Context: an optimization exercise on an open-source flow, tuned for small area, a short achievable clock period and few clock cycles per item. The choices shown serve that exercise and are no tape-out recipe.
In this exercise RTL edits were held to simulation tests only and were not proved equivalent to the original.

Setup of rev 12:
// qoi_decompressor
module qoi_decompressor (
    input  wire        rstn,
    input  wire        clk,
    output wire        i_tready,
    input  wire        i_tvalid,
    input  wire        i_tlast,
    input  wire [31:0] i_tdata,      
    input  wire        o_tready,
    output reg         o_tvalid,
    output reg         o_tlast,
    output reg  [ 7:0] o_R, o_G, o_B,
    output wire [31:0] o_width, o_height
);
localparam [2:0] H_MAGIC = 3'd0,
                 H_WIDTH = 3'd1,
                 H_HEIGHT= 3'd2,
                 H_2BYTE = 3'd3,
                 S_DATA  = 3'd4,
                 S_FLUSH = 3'd5;
reg  [ 2:0] state;
reg         finished;       
reg  [15:0] width, height;
assign o_width  = {16'd0, width};
assign o_height = {16'd0, height};
reg  [23:0] prev;           
reg  [ 5:0] hp;             
reg  [15:0] xr, yr;         
reg         done;           
reg         skid_v, skid_last;
reg         c1v;
reg  [31:0] c1;             
reg         c2v;
reg         c2_add;         
reg         c2_idx;         
reg         c2_rec;         
reg  [23:0] c2_opnd;
reg  [ 5:0] c2_hv;          
reg  [ 5:0] c2_hv2, c2_hv3;
reg  [ 5:0] c2_run;         
reg         c3v;
reg         c3_add, c3_idx;
  ...
Settings: LEC_CHECK=0, CAP_MARGIN=20, CORE_MARGIN=2, CORE_UTILIZATION=40, SLEW_MARGIN=20; clock period 10.0 ns.
standard.sh (not shown) runs the stock make flow with config.mk's settings and CLKGATE_MAP_FILE= SYNTH_SCRIPT=/design/flow/synth_recipe.tcl, a recipe that flattens the netlist after the stock synthesis.
==> flow/flow/run.sh <==
#!/bin/bash
set -euo pipefail
bash standard.sh SETUP_SLACK_MARGIN=6.5 finish > flow_make.log 2>&1
Testbench counts of rev 12, summed over its fixed seeds: cycles 49,382, pixels 48,510.
Edits applied to the flow inputs when going from rev 12 to rev 13:
# rev 12
export LEC_CHECK = 0
export CAP_MARGIN = 20
export CORE_MARGIN = 2
export CORE_UTILIZATION = 40
export SLEW_MARGIN = 20
create_clock -name core_clock -period 10.0 [get_ports {clk}]
# rev 13
export LEC_CHECK = 0
export CAP_MARGIN = 20
export CORE_MARGIN = 2
export CORE_UTILIZATION = 40
export CTS_BUF_LIST = sky130_fd_sc_hd__clkbuf_8
export SLEW_MARGIN = 20
create_clock -name core_clock -period 10.0 [get_ports {clk}]
Notes after the runs:
The depth of the worst hold-timing path on rev 12 is in line with that on rev 13. Of rev 12 and rev 13, the run reporting the lower worst setup slack was rev 13. Rev 13: clock latency reported for the late side of the worst-skew pair is 0.18 ns higher than what rev 12 reported. Compare rev 12 and rev 13 | sequential share of layout area lower: rev 12.

qoi_decompressor, a different RTL version from the one above (not shown whole).
Size in the first run: about 3,900 cells after synthesis, ~1,400 flip-flops, ~130 I/O pins.
export LEC_CHECK = 0
export CAP_MARGIN = 20
export CORE_MARGIN = 2
export CORE_UTILIZATION = 65
export PLACE_DENSITY = 0.72
export SLEW_MARGIN = 20
create_clock -name core_clock -period 10.0 [get_ports {clk}]
==> flow/flow/run.sh <==
#!/bin/bash
set -euo pipefail
bash standard.sh 'BUFFER_PORTS_ARGS=-buffer_cell sky130_fd_sc_hd__buf_4' SETUP_SLACK_MARGIN=6.7 finish > flow_make.log 2>&1
The baseline produced a clean layout.
Testbench counts at the start, summed over its fixed seeds: cycles 49,382, pixels 48,510.
Change:
==> flow/flow/run.sh (replaced) <==
#!/bin/bash
set -euo pipefail
bash standard.sh 'BUFFER_PORTS_ARGS=-buffer_cell sky130_fd_sc_hd__buf_4' \
    'CTS_ARGS=-sink_clustering_enable -repair_clock_nets -sink_clustering_size 20 -sink_clustering_max_diameter 80 -sink_buffer_max_cap_derate 0.05 -dont_use_dummy_load' \
    SETUP_SLACK_MARGIN=6.8 finish > flow_make.log 2>&1
--- a/flow/config.mk
+++ b/flow/config.mk
@@ -11,2 +11,3 @@
 export PLACE_DENSITY = 0.72
 export SLEW_MARGIN = 20
+export TNS_END_PERCENT = 20
Effect:
- The changed run finished with timing, DRC and antenna clean
- via count went down by a few percent
- area after synthesis does not change
- setup slack loses 0.062 ns
- synthesized cell count is unchanged
- wire length decreases by a few percent
- non-clock buffer count went down by 25
- die area is unchanged
- critical path depth does not change
- design area went down by a few percent
Change:
==> flow/flow/run.sh (replaced) <==
#!/bin/bash
set -euo pipefail
bash standard.sh 'BUFFER_PORTS_ARGS=-buffer_cell sky130_fd_sc_hd__buf_4' \
    'CTS_ARGS=-sink_clustering_enable -repair_clock_nets -sink_clustering_size 24 -sink_clustering_max_diameter 100 -sink_buffer_max_cap_derate 0.05 -dont_use_dummy_load' \
    SETUP_SLACK_MARGIN=7.0 finish > flow_make.log 2>&1
--- a/flow/config.mk
+++ b/flow/config.mk
@@ -11,3 +11,2 @@
 export PLACE_DENSITY = 0.72
 export SLEW_MARGIN = 20
-export TNS_END_PERCENT = 20
Non-clock buffer count climbs by 88.
Maximum frequency drops slightly.
Worst setup slack gets worse by 0.042 ns.
Wire length climbs by a few percent.
Via count climbs by a few percent.
Change:
==> flow/flow/run.sh (replaced) <==
#!/bin/bash
set -euo pipefail
bash standard.sh 'BUFFER_PORTS_ARGS=-buffer_cell sky130_fd_sc_hd__buf_4' \
    'CTS_ARGS=-sink_clustering_enable -repair_clock_nets -sink_clustering_size 20 -sink_clustering_max_diameter 80 -sink_buffer_max_cap_derate 0.05 -dont_use_dummy_load' \
    SETUP_SLACK_MARGIN=6.8 finish > flow_make.log 2>&1
The new run completed with no timing, DRC or antenna violations; die area does not change; final cell count is lower by 1.2%; critical path depth does not change; non-clock buffer count is lower by 76.
Change:
==> flow/flow/run.sh (replaced) <==
#!/bin/bash
set -euo pipefail
bash standard.sh 'BUFFER_PORTS_ARGS=-buffer_cell sky130_fd_sc_hd__buf_4' \
    'CTS_ARGS=-sink_clustering_enable -repair_clock_nets -dont_use_dummy_load' \
    SETUP_SLACK_MARGIN=6.8 finish > flow_make.log 2>&1
Outcome: Core utilization went up by 2.3 points. Maximum frequency went up by a few percent. Setup slack improved by 0.089 ns. Die area does not change. Routed wire length went up by a few percent. Cell count went up slightly. Sequential cell count is unchanged.

afterwards: timing with drivers on the ports:
The results above use ideal ports. As a check the final layouts listed here were re-extracted and re-timed, cells and wires unchanged.
Step 1, drivers: a clkbuf_16 drives clk and a buf_2 each remaining input, both assumed.
Step 2 times the ports against the registers' clock, not the clock port: input delays grow and output delays shrink by t, the midpoint of the rising clock arrivals with the driver on.
a / b / c = ideal ports / drivers / drivers and shift; a / b = the first two.
run	shift t [ns]	setup WS [ns]	slew at the worst register clock pin (ns)
rev 12	0.871	6.098 / 6.017 / 5.705	0.06 / 0.06
rev 13	1.034	5.916 / 5.835 / 5.551	0.07 / 0.07
the first run of note 2	0.821	6.622 / 6.548 / 6.041	0.07 / 0.07
the second run of note 2	0.879	6.560 / 6.495 / 6.076	0.09 / 0.09
the third run of note 2	0.845	6.518 / 6.450 / 6.236	0.10 / 0.10
the fourth run of note 2	0.869	6.561 / 6.491 / 5.944	0.09 / 0.09
the fifth run of note 2	0.816	6.650 / 6.574 / 6.052	0.06 / 0.06
After both steps setup and hold are still met in every run listed. The setup slack of the fourth run of note 2, which loses most, moves by -0.070 ns with the drivers and by -0.617 ns with both steps.
